Source: an optimization exercise on an open RTL-to-GDS flow (aim: a short achievable clock period and few clock cycles). Production flows keep margins and buffers that such runs may drop.
Only simulation tests tie the RTL to the original design; equivalence was not proved.
Power and IR drop assume default switching activity.

`design/flow/run.sh`:
```
#!/bin/bash
# synth_recipe.tcl (not shown) runs the flow's synth.tcl, then flattens the netlist and writes it again
# the make line also repeats each setting of config.mk as NAME=value (left out here)
make -C /OpenROAD-flow-scripts/flow DESIGN_CONFIG=/design/flow/config.mk WORK_HOME=/design/flow/orfs CLKGATE_MAP_FILE= SYNTH_SCRIPT=/design/flow/synth_recipe.tcl finish
```
`design/flow/config.mk`:
```
export PLATFORM = sky130hd
export DESIGN_NAME = pipeline_top
export DESIGN_NICKNAME = pipeline_top
export VERILOG_FILES = /design/flow/design.v
export SDC_FILE = /design/flow/constraint.sdc
export NUM_CORES = 4
export LEC_CHECK = 0
export CAP_MARGIN = 20
export CORE_MARGIN = 2
export CORE_UTILIZATION = 40
export SLEW_MARGIN = 20
```
`design/flow/constraint.sdc`:
```
create_clock -name core_clock -period 10.0 [get_ports {clk}]
set_input_delay 2.0000 -clock core_clock [delete_from_list [all_inputs] [get_ports {clk}]]
set_output_delay 2.0000 -clock core_clock [all_outputs]
set_load 0.01 [all_outputs]
```
`design/flow/design.v`:
```
module mux (a,b,s,c);
    input [31:0] a,b;
    input s;
    output [31:0] c;
    assign c = (~s) ? a : b;
endmodule
module mux_3_by_1(a,b,c,s,d);
    input [31:0] a,b,c;
    input [1:0] s;
    output [31:0] d;
    assign d = (s == 2'b00) ? a : (s == 2'b01) ? b : (s == 2'b10) ? c : 32'h00000000;
endmodule
module pc_adder(a,b,c);
    input [31:0] a,b;
    output  [31:0] c;
    assign c = a + b;
endmodule
module program_counter(PC_NEXT, clk, PC, rst, EN);
    input clk, rst, EN;
    input [31:0] PC_NEXT;
    output reg [31:0] PC;
    always @(posedge clk or negedge rst) begin
        if (rst == 1'b0) begin
            PC <= 32'h00000000;
        end
        else if (EN) begin
            PC <= PC_NEXT;
        end
    end
endmodule
 module alu(A,B,ALUControl,Result,Zero,N,V,C);
      input [31:0] A,B;
      input [3:0]ALUControl;  
      output [31:0] Result;
      output Zero,N,V,C;
      wire [31:0] A_or_B;
      wire [31:0] A_and_B;
      wire [31:0] not_B;
      wire [31:0] mux_1;
      wire [31:0] sum;
      wire [31:0] mux_2;
      wire [31:0] slt;
      wire [31:0] sltu;
      wire cout;
      wire [31:0] A_xor_B;
      wire [31:0] sll;
      wire [31:0] srl;
      wire [31:0] sra;
      assign A_or_B = A | B;
      assign A_and_B = A & B;
      assign not_B = ~B;
      assign mux_1 = (ALUControl[0] == 1'b0) ? B : not_B;
      assign A_xor_B = A ^ B;
      assign sll = A << B[4:0];
      assign srl = A >> B[4:0];
      assign sra = $signed(A) >>> B[4:0];
      assign {cout,sum} = A + mux_1 + {31'b0,ALUControl[0]};
      assign slt = {31'b0, sum[31] ^ V};  
      assign sltu = {31'b0, ~cout};       
      assign mux_2 = (ALUControl[3:0] == 4'b0000) ? sum : 
                    (ALUControl[3:0] == 4'b0001) ? sum : 
                    (ALUControl[3:0] == 4'b0010) ? A_and_B :
                    (ALUControl[3:0] == 4'b0011) ? A_or_B :
                    (ALUControl[3:0] == 4'b0101) ? slt :
                    (ALUControl[3:0] == 4'b0111) ? sltu :
                    (ALUControl[3:0] == 4'b0100) ? A_xor_B : 
                    (ALUControl[3:0] == 4'b0110) ? sll :
                    (ALUControl[3:0] == 4'b1001) ? srl :
                    (ALUControl[3:0] == 4'b1010) ? sra : 32'h00000000;  
      assign Result = mux_2;               
      assign Zero = ~(|sum);  
      assign N = sum[31];  
      assign C = cout;  
      assign V = (A[31] ^ sum[31]) & (~(ALUControl[0] ^ A[31] ^ B[31]));  
  endmodule
module alu_decoder (
    input [6:0] op, 
    input [6:0] func7, 
    input [2:0] func3, 
    input [1:0] ALUOp, 
    output reg [3:0] ALUControl
);
    always @(*) begin
        case(ALUOp)
            2'b00: ALUControl = 4'b0000;   
            2'b01: ALUControl = 4'b0001;   
            default: begin   
                case(func3)
                    3'b000: ALUControl = ({ALUOp[0], func7[5]} == 2'b01) ? 4'b0001 : 4'b0000;  
                    3'b010: ALUControl = 4'b0101;   
                    3'b011: ALUControl = 4'b0111;   
                    3'b100: ALUControl = 4'b0100;   
                    3'b110: ALUControl = 4'b0011;   
                    3'b111: ALUControl = 4'b0010;   
                    3'b001: ALUControl = 4'b0110;   
                    3'b101: begin
                        if ((func7[5] == 1'b0)) 
                            ALUControl = 4'b1001;   
                        else 
                            ALUControl = 4'b1010;   
                    end
                    default: ALUControl = 4'b0000;   
                endcase
            end
        endcase
    end
endmodule
module main_decoder(op,RegWrite,MemWrite,ResultSrc, ALUSrc, ImmSrc, ALUOp,Branch,Jump,JumpR,func3,Load,Store);
    input [6:0] op;
    input [2:0] func3;
    output RegWrite,ALUSrc,MemWrite,Jump,JumpR;
    output [1:0] ImmSrc,ALUOp;
    output [1:0] ResultSrc;
    output reg [5:0] Branch;
    output reg [4:0] Load;
    output reg [2:0] Store;
    parameter BEQ  = 3'b000;
    parameter BNE  = 3'b001;
    parameter BLT  = 3'b100;
    parameter BGE  = 3'b101;
    parameter BLTU = 3'b110;
    parameter BGEU = 3'b111;
    parameter LB  = 3'b000;
    parameter LH  = 3'b001;
    parameter LW  = 3'b010;
    parameter LBU  = 3'b100;
    parameter LHU = 3'b101;
    parameter SB  = 3'b000;
    parameter SH  = 3'b001;
    parameter SW  = 3'b010;
    assign RegWrite = (op == 7'b0000011 | op == 7'b0110011 | op == 7'b0010011 | op == 7'b1101111 | op == 7'b1100111) ? 1'b1 : 1'b0;
    assign MemWrite = (op == 7'b0100011) ? 1'b1 : 1'b0;
    assign ResultSrc = (op == 7'b0000011) ? 2'b01 : (op == 7'b1101111 | op == 7'b1100111) ? 2'b10 : 2'b00;
    assign ALUSrc = (op == 7'b0000011 | op == 7'b0100011 | op == 7'b0010011 | op == 7'b1100111) ? 1'b1 : 1'b0;
    assign ImmSrc = (op == 7'b0100011) ? 2'b01 : (op == 7'b1100011) ? 2'b10 : (op == 7'b1101111) ? 2'b11 : 2'b00;
    assign ALUOp = (op == 7'b0110011) ? 2'b10 : (op == 7'b0010011) ? 2'b11 : (op == 7'b1100011) ? 2'b01 : 2'b00;
    assign Jump = (op == 7'b1101111) ? 1'b1 : 1'b0;
    assign JumpR = (op == 7'b1100111) ? 1'b1 : 1'b0;
  always @(*) begin
      Branch = 6'b000000;
      if (op == 7'b1100011) begin  
         case (func3)
              BEQ:  Branch[0] = 1'b1;   
              BNE:  Branch[1] = 1'b1;   
              BLT:  Branch[2] = 1'b1;   
              BGE:  Branch[3] = 1'b1;   
              BLTU: Branch[4] = 1'b1;   
              BGEU: Branch[5] = 1'b1;   
              default: Branch = 6'b000000;  
          endcase
      end
  end
  always @(*) begin
      Load = 5'b00000;
      if (op == 7'b0000011) begin  
         case (func3)
              LB:  Load[0] = 1'b1;   
              LH:  Load[1] = 1'b1;   
              LW:  Load[2] = 1'b1;   
              LBU: Load[3] = 1'b1;   
              LHU: Load[4] = 1'b1;   
              default: Load = 5'b00000;  
          endcase
      end
  end  
  always @(*) begin
      Store = 3'b000;
      if (op == 7'b0100011) begin  
         case (func3)
              SB:  Store[0] = 1'b1;   
              SH:  Store[1] = 1'b1;   
              SW:  Store[2] = 1'b1;   
              default: Store = 3'b000;  
          endcase
      end
  end
endmodule
module control_unit_top(op,RegWrite,MemWrite,ResultSrc,ALUSrc,Branch,ImmSrc,func3,func7,ALUControl,Jump,JumpR,Load,Store);
    input [6:0]op,func7;
    input [2:0]func3;
    output RegWrite,ALUSrc,MemWrite,Jump,JumpR;
    output [1:0]ImmSrc,ResultSrc;
    output [3:0]ALUControl;
    output [5:0] Branch;
    output [4:0] Load;
    output [2:0] Store;
    wire [1:0] ALUOp;
    main_decoder main (
                    .op(op),
                    .RegWrite(RegWrite),
                    .MemWrite(MemWrite),
                    .ResultSrc(ResultSrc),
                    .ALUSrc(ALUSrc), 
                    .ImmSrc(ImmSrc),
                    .ALUOp(ALUOp), 
                    .Branch(Branch),
                    .Jump(Jump),
                    .JumpR(JumpR),
                    .func3(func3),
                    .Load(Load),
                    .Store(Store)
    );
    alu_decoder alu(
                    .func3(func3),
                    .func7(func7),
                    .ALUOp(ALUOp),
                    .ALUControl(ALUControl),
                    .op(op)
    );
endmodule
module register_file(clk,rst,A1,A2,A3,WD3,WE3,RD1,RD2);
    input clk,rst,WE3;
    input [4:0] A1,A2,A3;
    input [31:0] WD3;
    output [31:0] RD1,RD2;
    reg [31:0] Registers [31:0];
    assign RD1 = (rst==1'b0) ? 32'd0 : (A1 == 5'h00) ? 32'd0 : (WE3 & (A1 == A3)) ? WD3 : Registers[A1];
    assign RD2 = (rst==1'b0) ? 32'd0 : (A2 == 5'h00) ? 32'd0 : (WE3 & (A2 == A3)) ? WD3 : Registers[A2];
    always @ (posedge clk)
    begin
        if(WE3 & (A3 != 5'h00))
            Registers[A3] <= WD3;
    end
endmodule
module sign_extend(In, ImmSrc, Imm_Ext);
    input [31:0] In;           
    input [1:0] ImmSrc;       
    output reg [31:0] Imm_Ext;  
    always @(*) begin
        case (ImmSrc)
            2'b00: Imm_Ext = {{20{In[31]}}, In[31:20]};                           
            2'b01: Imm_Ext = {{20{In[31]}}, In[31:25], In[11:7]};                 
            2'b10: Imm_Ext = {{20{In[31]}}, In[7], In[30:25], In[11:8], 1'b0};  
            2'b11: Imm_Ext = {{12{In[31]}},In[19:12],In[20],In[30:21],1'b0};     
            default: Imm_Ext = 32'b0;  
        endcase
    end
endmodule
module fetch_cycle(clk, rst, PCSrcE, PCTargetE, InstrD, PCD, PCPlus4D,EN1,EN2,FlushD,InstrAddr,InstrRData);
    input clk, rst,EN1,EN2,FlushD;
    input PCSrcE;
    input [31:0] PCTargetE;
    output [31:0] InstrD;
    output [31:0] PCD, PCPlus4D;
    output [31:0] InstrAddr;
    input [31:0] InstrRData;
    wire [31:0] PC_F, PCF, PCPlus4F;
    wire [31:0] InstrF;
    reg [31:0] InstrF_reg;
    reg [31:0] PCF_reg, PCPlus4F_reg;
    mux PC_mux (
        .a(PCPlus4F),
        .b(PCTargetE),
        .s(PCSrcE),
        .c(PC_F)
    );
    program_counter pc_reg(
        .PC_NEXT(PC_F),
        .clk(clk),
        .PC(PCF),
        .rst(rst),
        .EN(EN1)   
    );
    assign InstrAddr = PCF;
    assign InstrF = (rst == 1'b0) ? 32'h00000000 : InstrRData;
    pc_adder pc(
        .a(PCF),
        .b(32'h00000004),
        .c(PCPlus4F)
    );
    always @(posedge clk or negedge rst) begin
        if (rst == 1'b0) begin
            InstrF_reg <= 32'h00000000;
            PCF_reg <= 32'h00000000;
            PCPlus4F_reg <= 32'h00000000;
        end
        else if (FlushD) begin
            InstrF_reg <= 32'h00000000;
            PCF_reg <= 32'h00000000;
            PCPlus4F_reg <= 32'h00000000;
        end
        else if (EN2) begin   
            InstrF_reg <= InstrF;
            PCF_reg <= PCF;
            PCPlus4F_reg <= PCPlus4F;
        end
    end    
    assign InstrD = (rst == 1'b0) ? 32'h00000000 : InstrF_reg;
    assign PCD = (rst == 1'b0) ? 32'h00000000 : PCF_reg;
    assign PCPlus4D = (rst == 1'b0) ? 32'h00000000 : PCPlus4F_reg;
endmodule
module decode_cycle (clk,rst,RS1_D,RS2_D,InstrD,PCD,PCPlus4D,RegWriteW,RD_W,ResultW,RegWriteE,MemWriteE,ResultSrcE,ALUSrcE,Branch,ALUControlE,RD1_E,RD2_E,Imm_Ext_E,RD_E,PCE,PCPlus4E,RS1_E,RS2_E,FlushE,JumpE,JumpRE,LoadE,StoreE);
    input clk,FlushE,rst,RegWriteW;
    input [4:0] RD_W;
    input [31:0] InstrD,PCD,PCPlus4D,ResultW;
    input [4:0] RS1_D,RS2_D; 
    output RegWriteE,MemWriteE,ALUSrcE,JumpE,JumpRE;
    output [3:0] ALUControlE;
    output [1:0] ResultSrcE;
    output [5:0] Branch;
    output [4:0] LoadE;
    output [2:0] StoreE;
    output [4:0] RD_E,RS1_E,RS2_E;
    output [31:0] RD1_E,RD2_E,Imm_Ext_E;
    output [31:0] PCE,PCPlus4E;
    wire RegWriteD,MemWriteD,ALUSrcD,JumpD,JumpRD;
    wire [1:0] ImmSrcD,ResultSrcD;
    wire [3:0] ALUControlD;
    wire [31:0] RD1_D, RD2_D,Imm_Ext_D;
    wire [5:0] BranchD;
    wire [4:0] LoadD;
    wire [2:0] StoreD;
    reg RegWriteD_r,MemWriteD_r,ALUSrcD_r,JumpD_r,JumpRD_r;
    reg [3:0] ALUControlD_r;
    reg [1:0] ResultSrcD_r;
    reg [4:0] RD_r,RS1_D_r,RS2_D_r;
    reg [31:0] RD1_D_r,RD2_D_r,Imm_Ext_D_r;
    reg [31:0] PCD_r,PCPlus4D_r; 
    reg [5:0] BranchD_r;
    reg [4:0] LoadD_r;
    reg [2:0] StoreD_r;
    control_unit_top control (
                        .op(InstrD[6:0]),
                        .RegWrite(RegWriteD),
                        .MemWrite(MemWriteD),
                        .ResultSrc(ResultSrcD),
                        .ALUSrc(ALUSrcD),
                        .Branch(BranchD),
                        .ImmSrc(ImmSrcD),
                        .func3(InstrD[14:12]),
                        .func7(InstrD[31:25]),
                        .ALUControl(ALUControlD),
                        .Jump(JumpD),
                        .JumpR(JumpRD),
                        .Load(LoadD),
                        .Store(StoreD)                      
    );
    register_file register (
                        .clk(clk),
                        .rst(rst),
                        .A1(InstrD[19:15]),
                        .A2(InstrD[24:20]),
                        .A3(RD_W),
                        .WD3(ResultW),
                        .WE3(RegWriteW),
                        .RD1(RD1_D),
                        .RD2(RD2_D)
    );
    sign_extend sign(
                        .In(InstrD[31:0]),
                        .ImmSrc(ImmSrcD),
                        .Imm_Ext(Imm_Ext_D)
    );
    always @(posedge clk or negedge rst) begin
        if(rst == 1'b0) begin
                RegWriteD_r <= 1'b0;
                MemWriteD_r <= 1'b0;
                ResultSrcD_r <= 2'b00;
                ALUSrcD_r <= 1'b0;
                BranchD_r <= 6'b000000;
                ALUControlD_r <= 4'b0000;
                JumpD_r <= 1'b0;
                JumpRD_r <= 1'b0;
                RD1_D_r <= 32'h00000000;
                RD2_D_r <= 32'h00000000;
                Imm_Ext_D_r <= 32'h00000000;     
                RD_r <= 5'h00;               
                PCD_r <= 32'h00000000;
                PCPlus4D_r <= 32'h00000000;
                RS1_D_r <= 5'h00;
                RS2_D_r <= 5'h00;
                LoadD_r <= 5'b00000;
                StoreD_r <= 3'b000;
        end
        else if (FlushE) begin
                RegWriteD_r <= 1'b0;
                MemWriteD_r <= 1'b0;
                ResultSrcD_r <= 2'b00;
                ALUSrcD_r <= 1'b0;
                BranchD_r <= 6'b000000;
                ALUControlD_r <= 4'b0000;
                JumpD_r <= 1'b0;
                JumpRD_r <= 1'b0;
                RD1_D_r <= 32'h00000000;
                RD2_D_r <= 32'h00000000;
                Imm_Ext_D_r <= 32'h00000000;     
                RD_r <= 5'h00;               
                PCD_r <= 32'h00000000;
                PCPlus4D_r <= 32'h00000000;
                RS1_D_r <= 5'h00;
                RS2_D_r <= 5'h00;
                LoadD_r <= 5'b00000;
                StoreD_r <= 3'b000;
        end
        else begin
                RegWriteD_r <= RegWriteD;
                MemWriteD_r <= MemWriteD;
                ResultSrcD_r <= ResultSrcD;
                ALUSrcD_r <= ALUSrcD;
                BranchD_r <= BranchD;
                JumpD_r <= JumpD;
                JumpRD_r <= JumpRD;
                ALUControlD_r <= ALUControlD;
                RD1_D_r <= RD1_D;
                RD2_D_r <= RD2_D;
                Imm_Ext_D_r <= Imm_Ext_D;     
                RD_r <= InstrD[11:7];               
                PCD_r <= PCD;
                PCPlus4D_r <= PCPlus4D; 
                RS1_D_r <= InstrD[19:15];
                RS2_D_r <= InstrD[24:20];
                LoadD_r <= LoadD;
                StoreD_r <= StoreD;
        end
    end 
    assign RegWriteE = RegWriteD_r;
    assign MemWriteE = MemWriteD_r;
    assign ResultSrcE = ResultSrcD_r;
    assign ALUSrcE = ALUSrcD_r;
    assign Branch = BranchD_r;
    assign JumpE = JumpD_r;
    assign JumpRE = JumpRD_r;
    assign ALUControlE = ALUControlD_r;
    assign RD1_E = RD1_D_r;
    assign RD2_E = RD2_D_r;
    assign Imm_Ext_E = Imm_Ext_D_r;     
    assign RD_E = RD_r;               
    assign PCE = PCD_r;
    assign PCPlus4E = PCPlus4D_r;
    assign RS1_E = RS1_D_r;
    assign RS2_E = RS2_D_r;
    assign LoadE = LoadD_r;
    assign StoreE = StoreD_r;
endmodule
module execute_cycle(clk,rst,RegWriteE,MemWriteE,ResultSrcE,ALUSrcE,Branch,ALUControlE,RD1_E,RD2_E,Imm_Ext_E,RD_E,PCE,PCSrcE,PCPlus4E,PCTargetE,RegWriteM,MemWriteM,ResultSrcM,RD_M,WriteDataM,ALU_ResultM,ResultW,ForwardAE,ForwardBE,JumpE,JumpRE,LoadE,StoreE,LoadM,StoreM);
    input clk,rst,RegWriteE,MemWriteE,ALUSrcE,JumpE,JumpRE;
    input [3:0] ALUControlE;
    input [4:0] RD_E;
    input [31:0] RD1_E,RD2_E,Imm_Ext_E;
    input [31:0] PCE,PCPlus4E;
    input [31:0] ResultW;
    input [1:0] ForwardAE,ForwardBE,ResultSrcE;
    input [5:0] Branch;
    input [4:0] LoadE;
    input [2:0] StoreE;
    output RegWriteM,MemWriteM; 
    output [4:0] RD_M;
    output [31:0] ALU_ResultM,WriteDataM;
    output [31:0] PCTargetE;
    output [1:0] ResultSrcM;
    output [4:0] LoadM;
    output [2:0] StoreM;
    output reg PCSrcE;
    wire [31:0] Scr_A,Scr_B,Scr_B_interim;
    wire [31:0] Result_E;   
    wire [31:0] BranchTargetE;
    wire ZeroE,N,C,V;
    reg RegWriteE_r,MemWriteE_r;
    reg [1:0] ResultSrcE_r;
    reg [4:0] RD_E_r;
    reg [31:0] RD2_E_r,Result_E_r;   
    reg [4:0] LoadE_r;
    reg [2:0] StoreE_r;
    mux_3_by_1 srcA (
                .a(RD1_E),
                .b(ResultW),
                .c(ALU_ResultM),
                .s(ForwardAE),
                .d(Scr_A)
    );
    mux_3_by_1 srcB (
                .a(RD2_E),
                .b(ResultW),
                .c(ALU_ResultM),
                .s(ForwardBE),
                .d(Scr_B_interim)
    );
    mux alu_src_mux (
                .a(Scr_B_interim),
                .b(Imm_Ext_E),
                .s(ALUSrcE),
                .c(Scr_B)
    );
    alu alu (
                .A(Scr_A),
                .B(Scr_B),
                .ALUControl(ALUControlE),
                .Result(Result_E),
                .Zero(ZeroE),
                .N(N),
                .V(V),
                .C(C)
    );
    pc_adder branch_adder (
                .a(PCE),
                .b(Imm_Ext_E),
                .c(BranchTargetE)
    );
    assign PCTargetE = JumpRE ? {Result_E[31:1], 1'b0} : BranchTargetE;
    always @ (posedge clk or negedge rst) begin
        if (rst == 1'b0) begin
                RegWriteE_r <= 1'b0;
                MemWriteE_r <= 1'b0;
                ResultSrcE_r <= 2'b00;
                RD_E_r  <= 5'h00;
                RD2_E_r <= 32'h00000000;
                Result_E_r <= 32'h00000000;    
                LoadE_r <= 5'b00000;
                StoreE_r <= 3'b000;
        end
        else begin
                RegWriteE_r <= RegWriteE;
                MemWriteE_r <= MemWriteE;
                ResultSrcE_r <= ResultSrcE;
                RD_E_r  <= RD_E;
                RD2_E_r <= Scr_B_interim;
                Result_E_r <= (ResultSrcE == 2'b10) ? PCPlus4E : Result_E; 
                LoadE_r <= LoadE;
                StoreE_r <= StoreE;
        end
    end
always @(*) begin
    PCSrcE = 1'b0; 
    case (Branch)
        6'b000001:  
            if (ZeroE == 1'b1)
                PCSrcE = 1'b1;
        6'b000010:  
            if (ZeroE == 1'b0)
                PCSrcE = 1'b1;
        6'b000100:  
            if ((N ^ V) == 1'b1)  
                PCSrcE = 1'b1;
        6'b001000:  
            if ((N ^ V) == 1'b0)  
                PCSrcE = 1'b1;
        6'b010000:  
            if (C == 1'b0)  
                PCSrcE = 1'b1;
        6'b100000:  
            if (C == 1'b1) 
                PCSrcE = 1'b1;
        default: PCSrcE = 1'b0;
    endcase
    if (JumpE | JumpRE) begin
        PCSrcE = 1'b1; 
    end
end
    assign RegWriteM = RegWriteE_r;
    assign MemWriteM = MemWriteE_r;
    assign ResultSrcM = ResultSrcE_r; 
    assign RD_M  = RD_E_r;
    assign WriteDataM = RD2_E_r;
    assign ALU_ResultM = Result_E_r; 
    assign LoadM = LoadE_r;
    assign StoreM = StoreE_r;
endmodule
module memory_cycle(clk,rst,RegWriteM,MemWriteM,ResultSrcM,RD_M,ALU_ResultM,WriteDataM,LoadM,StoreM,RegWriteW,ResultSrcW,RD_W,ALU_ResultW,ReadDataW,LoadW,DataAddr,DataWData,DataWStrb,DataRData);
    input clk,rst,RegWriteM,MemWriteM;
    input [4:0] RD_M;
    input [31:0] ALU_ResultM,WriteDataM;
    input [1:0] ResultSrcM;
    input [4:0] LoadM;
    input [2:0] StoreM;
    output RegWriteW;
    output [4:0] RD_W;
    output[31:0] ALU_ResultW,ReadDataW;
    output [1:0] ResultSrcW;
    output [4:0] LoadW;
    output [31:0] DataAddr,DataWData;
    output [3:0] DataWStrb;
    input [31:0] DataRData;
    wire [31:0] ReadDataM;
    reg [3:0] StrbM;
    reg [31:0] WDataM;
    reg RegWriteM_r;
    reg [4:0] RD_M_r;
    reg [31:0] ALU_ResultM_r,ReadDataM_r;
    reg [1:0] ResultSrcM_r;
    reg [4:0] LoadM_r;
    always @(*) begin
        StrbM = 4'b0000;
        WDataM = WriteDataM;
        if (StoreM[0]) begin
            StrbM = 4'b0001 << ALU_ResultM[1:0];
            WDataM = {4{WriteDataM[7:0]}};
        end
        else if (StoreM[1]) begin
            StrbM = ALU_ResultM[1] ? 4'b1100 : 4'b0011;
            WDataM = {2{WriteDataM[15:0]}};
        end
        else if (StoreM[2]) begin
            StrbM = 4'b1111;
        end
    end
    assign DataAddr = ALU_ResultM;
    assign DataWData = WDataM;
    assign DataWStrb = MemWriteM ? StrbM : 4'b0000;
    assign ReadDataM = DataRData;
    always @ (posedge clk or negedge rst) begin
        if (rst == 1'b0) begin
            RegWriteM_r <= 1'b0;
            ResultSrcM_r <= 2'b00;
            RD_M_r <= 5'h00;
            ALU_ResultM_r <= 32'h00000000;
            ReadDataM_r <= 32'h00000000;
            LoadM_r <= 5'b00000;
        end
        else begin
            RegWriteM_r <= RegWriteM;
            ResultSrcM_r <= ResultSrcM;
            RD_M_r <= RD_M;
            ALU_ResultM_r <= ALU_ResultM;
            ReadDataM_r <= ReadDataM;
            LoadM_r <= LoadM;
        end
    end
    assign RegWriteW = RegWriteM_r;
    assign ResultSrcW = ResultSrcM_r;
    assign RD_W = RD_M_r;
    assign ALU_ResultW = ALU_ResultM_r;
    assign ReadDataW = ReadDataM_r;
    assign LoadW = LoadM_r;
endmodule
module write_cycle(clk,rst,ResultSrcW,ALU_ResultW,ReadDataW,LoadW,ResultW);
input clk,rst;
input [31:0] ALU_ResultW,ReadDataW;
input [1:0] ResultSrcW;
input [4:0] LoadW;
output [31:0] ResultW;
wire [31:0] ByteSel,HalfSel;
reg [31:0] LoadDataW;
assign ByteSel = ReadDataW >> {ALU_ResultW[1:0], 3'b000};
assign HalfSel = ReadDataW >> {ALU_ResultW[1], 4'b0000};
always @(*) begin
    case (LoadW)
        5'b00001: LoadDataW = {{24{ByteSel[7]}}, ByteSel[7:0]};    
        5'b00010: LoadDataW = {{16{HalfSel[15]}}, HalfSel[15:0]};  
        5'b01000: LoadDataW = {24'h000000, ByteSel[7:0]};          
        5'b10000: LoadDataW = {16'h0000, HalfSel[15:0]};           
        default:  LoadDataW = ReadDataW;                           
    endcase
end
mux_3_by_1 mux (
                .a(ALU_ResultW),
                .b(LoadDataW),
                .c(ALU_ResultW),
                .s(ResultSrcW),
                .d(ResultW)
);
endmodule
module hazard_unit(rst,RegWriteM,RegWriteW,RD_M,RD_W,RS1_E,RS2_E,ForwardAE,ForwardBE);
    input rst,RegWriteM,RegWriteW;
    input [4:0] RD_M,RD_W,RS1_E,RS2_E;
    output [1:0] ForwardAE,ForwardBE;
    assign ForwardAE = (rst == 1'b0) ? 2'b00 :
                       ((RegWriteM == 1) & (RD_M != 5'h00) & (RD_M == RS1_E)) ? 2'b10 : 
                       ((RegWriteW == 1) & (RD_W != 5'h00) & (RD_W == RS1_E)) ? 2'b01 : 2'b00;
    assign ForwardBE = (rst == 1'b0) ? 2'b00 :
                       ((RegWriteM == 1) & (RD_M != 5'h00) & (RD_M == RS2_E)) ? 2'b10 : 
                       ((RegWriteW == 1) & (RD_W != 5'h00) & (RD_W == RS2_E)) ? 2'b01 : 2'b00;
endmodule
 module stalls_hazard(ResultSrcE,RS1_D,RS2_D,RD_E,StallF,StallD);
    input [4:0] RD_E;
    input [4:0] RS1_D,RS2_D;
    output StallF,StallD;
    input [1:0] ResultSrcE;
    wire lwStall;
    assign lwStall = (ResultSrcE == 2'b01) & ((RS1_D == RD_E) | (RS2_D == RD_E));
    assign StallF = lwStall;
    assign StallD = lwStall;
endmodule
module branch_hazard(ResultSrcE,PCSrcE,RD_E,RS1_D,RS2_D,FlushD,FlushE);
    input [1:0] ResultSrcE;  
    input PCSrcE;    
    input [4:0] RD_E;  
    input [4:0] RS1_D, RS2_D;  
    output FlushD, FlushE;  
    wire lwStall;
    assign lwStall = (ResultSrcE == 2'b01) & ((RS1_D == RD_E) | (RS2_D == RD_E));
    assign FlushD = PCSrcE;
    assign FlushE = lwStall | PCSrcE;
endmodule    
module pipeline_top(clk,rst,imem_addr,imem_rdata,dmem_addr,dmem_wdata,dmem_wstrb,dmem_rdata);
    input clk,rst;
    output [31:0] imem_addr;
    input [31:0] imem_rdata;
    output [31:0] dmem_addr,dmem_wdata;
    output [3:0] dmem_wstrb;
    input [31:0] dmem_rdata;
    wire PCSrcE,RegWriteW,RegWriteE,ALUSrcE,MemWriteE,RegWriteM,MemWriteM,JumpE,JumpRE;
    wire [3:0] ALUControlE;
    wire [4:0] RD_E,RD_M,RD_W;
    wire [31:0] PCTargetE, InstrD,PCD,PCPlus4D,ResultW,RD1_E,RD2_E,Imm_Ext_E,PCE,PCPlus4E,WriteDataM,ALU_ResultM;
    wire [31:0] ALU_ResultW,ReadDataW;
    wire [4:0] RS1_E,RS2_E;
    wire [1:0] ForwardAE,ForwardBE,ResultSrcE,ResultSrcM,ResultSrcW;
    wire [5:0] Branch;
    wire [4:0] LoadE,LoadM,LoadW;
    wire [2:0] StoreE,StoreM;
    wire [4:0] RS1_D = InstrD[19:15];
    wire [4:0] RS2_D = InstrD[24:20];
    wire StallF,StallD,FlushE,FlushD;
    fetch_cycle fetch   (
                    .clk(clk),
                    .rst(rst),
                    .PCSrcE(PCSrcE),
                    .PCTargetE(PCTargetE),
                    .InstrD(InstrD),
                    .PCD(PCD),
                    .PCPlus4D(PCPlus4D),
                    .EN1(~StallF),
                    .EN2(~StallD),
                    .FlushD(FlushD),
                    .InstrAddr(imem_addr),
                    .InstrRData(imem_rdata)
    );
    decode_cycle decode  (
                    .clk(clk),
                    .rst(rst),
                    .InstrD(InstrD),
                    .PCD(PCD),
                    .PCPlus4D(PCPlus4D),
                    .RegWriteW(RegWriteW),
                    .RD_W(RD_W),
                    .ResultW(ResultW),
                    .RegWriteE(RegWriteE),
                    .MemWriteE(MemWriteE),
                    .ResultSrcE(ResultSrcE),
                    .ALUSrcE(ALUSrcE),
                    .Branch(Branch),
                    .ALUControlE(ALUControlE),
                    .RD1_E(RD1_E),
                    .RD2_E(RD2_E),
                    .Imm_Ext_E(Imm_Ext_E),
                    .RD_E(RD_E),
                    .PCE(PCE),
                    .PCPlus4E(PCPlus4E),
                    .RS1_E(RS1_E),
                    .RS2_E(RS2_E),
                    .RS1_D(RS1_D),
                    .RS2_D(RS2_D),
                    .FlushE(FlushE),
                    .JumpE(JumpE),
                    .JumpRE(JumpRE),
                    .LoadE(LoadE),
                    .StoreE(StoreE)
);
execute_cycle execute  (
                    .clk(clk),
                    .rst(rst),
                    .RegWriteE(RegWriteE),
                    .MemWriteE(MemWriteE),
                    .ResultSrcE(ResultSrcE),
                    .ALUSrcE(ALUSrcE),
                    .Branch(Branch),
                    .ALUControlE(ALUControlE),
                    .RD1_E(RD1_E),
                    .RD2_E(RD2_E),
                    .Imm_Ext_E(Imm_Ext_E),
                    .RD_E(RD_E),
                    .PCE(PCE),
                    .PCSrcE(PCSrcE),
                    .PCPlus4E(PCPlus4E),
                    .PCTargetE(PCTargetE),
                    .RegWriteM(RegWriteM),
                    .MemWriteM(MemWriteM),
                    .ResultSrcM(ResultSrcM),
                    .RD_M(RD_M),
                    .WriteDataM(WriteDataM),
                    .ALU_ResultM(ALU_ResultM),
                    .ResultW(ResultW),
                    .ForwardAE(ForwardAE),
                    .ForwardBE(ForwardBE),
                    .JumpE(JumpE),
                    .JumpRE(JumpRE),
                    .LoadE(LoadE),
                    .StoreE(StoreE),
                    .LoadM(LoadM),
                    .StoreM(StoreM)
);
memory_cycle memory   (
                    .clk(clk),
                    .rst(rst),
                    .RegWriteM(RegWriteM),
                    .MemWriteM(MemWriteM),
                    .ResultSrcM(ResultSrcM),
                    .RD_M(RD_M),
                    .ALU_ResultM(ALU_ResultM),
                    .WriteDataM(WriteDataM),
                    .LoadM(LoadM),
                    .StoreM(StoreM),
                    .RegWriteW(RegWriteW),
                    .ResultSrcW(ResultSrcW),
                    .RD_W(RD_W),
                    .ALU_ResultW(ALU_ResultW),
                    .ReadDataW(ReadDataW),
                    .LoadW(LoadW),
                    .DataAddr(dmem_addr),
                    .DataWData(dmem_wdata),
                    .DataWStrb(dmem_wstrb),
                    .DataRData(dmem_rdata)
);
write_cycle write   (
                    .clk(clk),
                    .rst(rst),
                    .ResultSrcW(ResultSrcW),
                    .ALU_ResultW(ALU_ResultW),
                    .ReadDataW(ReadDataW),
                    .LoadW(LoadW),
                    .ResultW(ResultW)
);
hazard_unit  Forwarding_block(
                    .rst(rst),
                    .RegWriteM(RegWriteM),
                    .RegWriteW(RegWriteW),
                    .RD_M(RD_M),
                    .RD_W(RD_W),
                    .RS1_E(RS1_E),
                    .RS2_E(RS2_E),
                    .ForwardAE(ForwardAE),
                    .ForwardBE(ForwardBE)
);
stalls_hazard stall (
                    .ResultSrcE(ResultSrcE),
                    .RS1_D(RS1_D),
                    .RS2_D(RS2_D),
                    .RD_E(RD_E),
                    .StallF(StallF),
                    .StallD(StallD)
);
branch_hazard branch(
                        .ResultSrcE(ResultSrcE),  
                        .PCSrcE(PCSrcE),  
                        .RD_E(RD_E),  
                        .RS1_D(RS1_D),
                        .RS2_D(RS2_D),  
                        .FlushD(FlushD),
                        .FlushE(FlushE)  
); 
endmodule
```
==> summary.txt <==
-- layer usage --
metal	wire length, µm	up-vias
met2	135000	3806
met5	181	-
li1	-	25269
met1	121000	30507
met4	20000	28
met3	33400	722
-- cell usage after synthesis, types with 120 or more instances --
library cell,count,area share
edfxtp_1,1024,0.39
nand2_1,617,0.030
dfrtp_1,471,0.15
nor2_1,467,0.022
a21oi_1,438,0.028
o21ai_0,416,0.027
clkbuf_1,389,0.019
mux4_2,286,0.082
mux2_2,272,0.039
a222oi_1,214,0.027
mux2i_1,153,0.020
ha_1,128,0.020
inv_1,121,0.0058
nand3_1,120,0.0077
-- area by class of cell --
class | count | share of cell area
Clock buffer | 211 | 0.0498
Sequential cell | 1495 | 0.479
Multi-Input combinational cell | 4389 | 0.380
Antenna cell | 8 | 0.000225
Timing Repair Buffer | 385 | 0.0387
Tap cell | 2624 | 0.0369
Inverter | 130 | 0.00549
Clock inverter | 83 | 0.00979
-- how the worst max path moves through the flow --
stage / endpoint / startpoint / slack, ns / depth (start not counted)
floorplan: fetch.pc_reg.PC[21] / rst / 1.63 / 27
global placement: fetch.pc_reg.PC[1] / rst / 0.85 / 25
detailed placement: fetch.pc_reg.PC[1] / rst / 0.80 / 26
CTS: fetch.pc_reg.PC[1] / memory.ResultSrcM_r[0] / 1.17 / 24
global route: fetch.pc_reg.PC[1] / memory.LoadM_r[3] / 0.33 / 23
finish: fetch.pc_reg.PC[1] / memory.LoadM_r[1] / 0.75 / 23
-- logic make-up (layout without fill, tap and decap cells) --
family                     count (synthesis)  count (layout)  share of synthesized area
xor gates and xnor gates                 149             149                     0.0167
adders and majority gates                132             132                     0.0212
buffers and inverters                    666             809                     0.0328
other                                      1              40                  0.0000479
AOI/OAI and AO/OA                       1724            1724                      0.150
and+or+nand+nor                         1641            1641                     0.0952
muxes                                    711             711                      0.141
DFF                                     1495            1495                      0.543
-- worst max-delay path, cell delays in order, from the launching register on --
cell and delay, ns:
dfrtp_1 0.56, or4b_1 0.61, a21oi_1 0.29, a21oi_2 0.33, a211oi_1 0.47, clkinv_1 0.82, a21boi_0 1.07, inv_1 0.15
ha_1 0.55, nor2_1 0.11, o31ai_1 0.42, a21o_1 0.18, a21oi_1 0.07, a21oi_1 0.21, xnor2_1 0.23, nand3_1 0.17
a2111oi_2 0.33, nand4_1 0.21, nor4_2 0.38, and4_1 0.31, or3_4 0.21, buf_4 0.76, nand2_1 0.26, mux2_2 0.34
-- stage by stage --
stage	cell area [µm²]	instances
after floorplan	78400	6550
after global placement	83600	9020
after detailed placement	83600	9022
after CTS	88900	9316
after global routing	88900	9319
final	88900	9325
-- power by group through the flow --
| stage | clock network, µW | logic (µW) | registers (µW) |
|---|---|---|---|
| 2_1_floorplan | 0 | 1730 | 7470 |
| 3_3_place_gp | 0 | 3080 | 7680 |
| 3_5_place_dp | 0 | 3100 | 7680 |
| 4_1_cts | 6090 | 3110 | 7560 |
| 5_1_grt | 6330 | 3360 | 7580 |
| 6_report | 6030 | 3200 | 7570 |
==> key figures <==
Status
  • Result of the run: timing/DRC/antenna clean

STA
  • Finish-stage setup viols: 0
  • Setup TNS: 0 ns
  • Final Skew: 0.0782 ns
  • Period utilization: 0.925
  • Tightest hold margin: 0.339 ns
  • Final slew viol count: 0
  • Worst slew margin relative to its limit: 0.139
  • Worst setup slack after layout: 0.753 ns
  • Minimum period implied by the final worst setup slack: 9.25 ns
  • Final Hold Violating Endpoints: 0
  • RSZ-0062 raised after global routing: false
  • Worst-Margin Slew: 1.26 ns
  • Fmax: 0.108 GHz

CTS
  • Number of levels in the clock H-tree: 4
  • Clock input transition at the sequential cells of the worst setup and hold paths: 0.06 ns
  • # clock sinks: 1495
  • Post-CTS setup buffer count: 0
  • CTS tree: yes
  • Resized cells post-CTS: 0
  • CTS Buf Count: 162
  • Maximum number of buffers from clock root to sink: 3
  • Skew-Pair Late Insertion Delay: 0.86 ns
  • # hold bufs at CTS: 0
  • Root Buffer: clkbuf_16

Logic synthesis
  • Async S/R FF share, synth: 0.315
  • Yosys Warn Count: 10
  • Cell area after synthesis: 78300 µm²
  • Average instance area after synthesis: 12.0 µm²
  • Number of enable flip-flop cells after synthesis: 1024
  • Gate count of the mapped netlist: 6519
  • Number of register bits inferred by synthesis: 1495
  • Top_reg_cell synth: edfxtp_1
  • Netlist cell types: 96
  • Register area share after synthesis: 0.543

Power and ir drop
  • LEAKAGE: 0.0332 µW
  • Power density relative to cell area: 189 nW/µm²
  • Internal power: 11700 µW
  • Share of total power consumed by net switching: 0.305
  • Net Sw Power: 5130 µW
  • Share of total power in sequential cells: 0.450
  • Share of power burned in the clock network: 0.359
  • Highest ir drop seen on vdd: 205 µV
  • Combinational Power Share: 0.191
  • Sum of internal, switching and leakage power: 16800 µW

Min path
  • Startpoint of the most critical hold path: execute.LoadE_r[0]
  • Hold-critical path endpoint: memory.LoadM_r[0]
  • HP Class: reg -> reg
  • Hold Path Depth: 0

Detailed routing
  • Initial detailed-routing violation count: 8758
  • Post-route antenna net violation count: 0
  • Post-route DRC violation count: 0
  • Drt first pass iters: 10
  • Routed wire length: 310000 µm
  • Total via count in the routed design: 60.3k
  • Mean number of vias per cell: 6.47
  • Average wire length per cell after detail routing: 33.2 µm

Die
  • Boundary Pins: 166
  • Initial Utilization: 0.402
  • Die Footprint: 199000 µm²
  • Area of the placeable core: 195000 µm²
  • Die X-Extent: 446 µm
  • # rows: 162
  • Chip height: 446 µm

Worst setup path
  • Type of the worst setup path: reg -> reg
  • Reg-to-reg endpoint: fetch.pc_reg.PC[1]
  • Worst-case reg-to-reg path depth: 23
  • Worst endpoint data arrival time: 9.92 ns
  • Worst reg2reg path startpoint: memory.LoadM_r[1]
  • Crit path required time: 10.67 ns
  • Reg2reg setup slack: 0.75 ns
  • Max FO, Critical Path: 84
  • Element type at the critical path end: flip-flop
  • Setup crit start kind: flip-flop

Placement
  • Number of port buffers: 165
  • Final GP Congestion: 1.09
  • HPWL after detailed placement: 204000 µm
  • Pre-CTS setup slack: 0.799 ns

Cells and area
  • Leading cell type in the layout, fill and taps excluded: edfxtp_1
  • Most frequent cells in the layout: 1024 x edfxtp_1, 606 x nand2_1, 465 x dfrtp_1
  • Number of flip-flops under the largest register name: 1024
  • Layout cells sized above 1: 0.169
  • Combined area of the multi-input logic cells: 33800 µm²
  • Most flops, register: decode.register.Registers
  • Syn-to-layout area delta: 13.6%
  • Register Area: 42600 µm²
  • Total of fill cells in the finished design: 17.6k
  • Final nets: 6759
  • Layout Utilization: 0.456

Global routing
  • Maximum number of pins on one net before global-route repair: 150
  • Global-route usage over all layers: 0.306
  • Initial antenna violation count: 20
  • Peak-usage layer in the global routing report: met2
  • Met2 GRT Util: 0.452
  • Met1 Usage GRT: 0.409
  • Wire length of the first global-routing pass: 437000 µm
  • Global routing met3 resource utilization: 0.0760
  • Global route total overflow: 0
  • Vias in the first global route: 58.0k

Job
  • Number of maximum-capacitance violations: 0
Testbench counts, summed over its fixed seeds: cycles 32,636.

-- afterwards: timing with drivers on the ports --
The flow's constraints put no driver on any port. The routed layout listed below was extracted and timed again, unchanged, in two steps.
Step 1 (the two cells are an assumption about what drives the block):
set clk [get_ports {clk}]
set_driving_cell -lib_cell sky130_fd_sc_hd__clkbuf_16 $clk
set_driving_cell -lib_cell sky130_fd_sc_hd__buf_2 [delete_from_list [all_inputs] $clk]
Step 2 also shifts input and output timing later by t, the mid clock arrival at the registers, as if the neighbouring blocks saw the same clock.
Slacks: ideal / step 1 / step 2; pairs: ideal / step 1.
t, ns: 0.901
slack for setup (ns): 0.753 / 0.753 / 0.363
hold slack, ns: 0.339 / 0.339 / 0.339
latest minus earliest clock arrival (ns): 0.081 / 0.081
After both steps this run still meets setup and hold. The setup slack of this run moves by 0.000 ns with the drivers and by -0.390 ns with both steps.
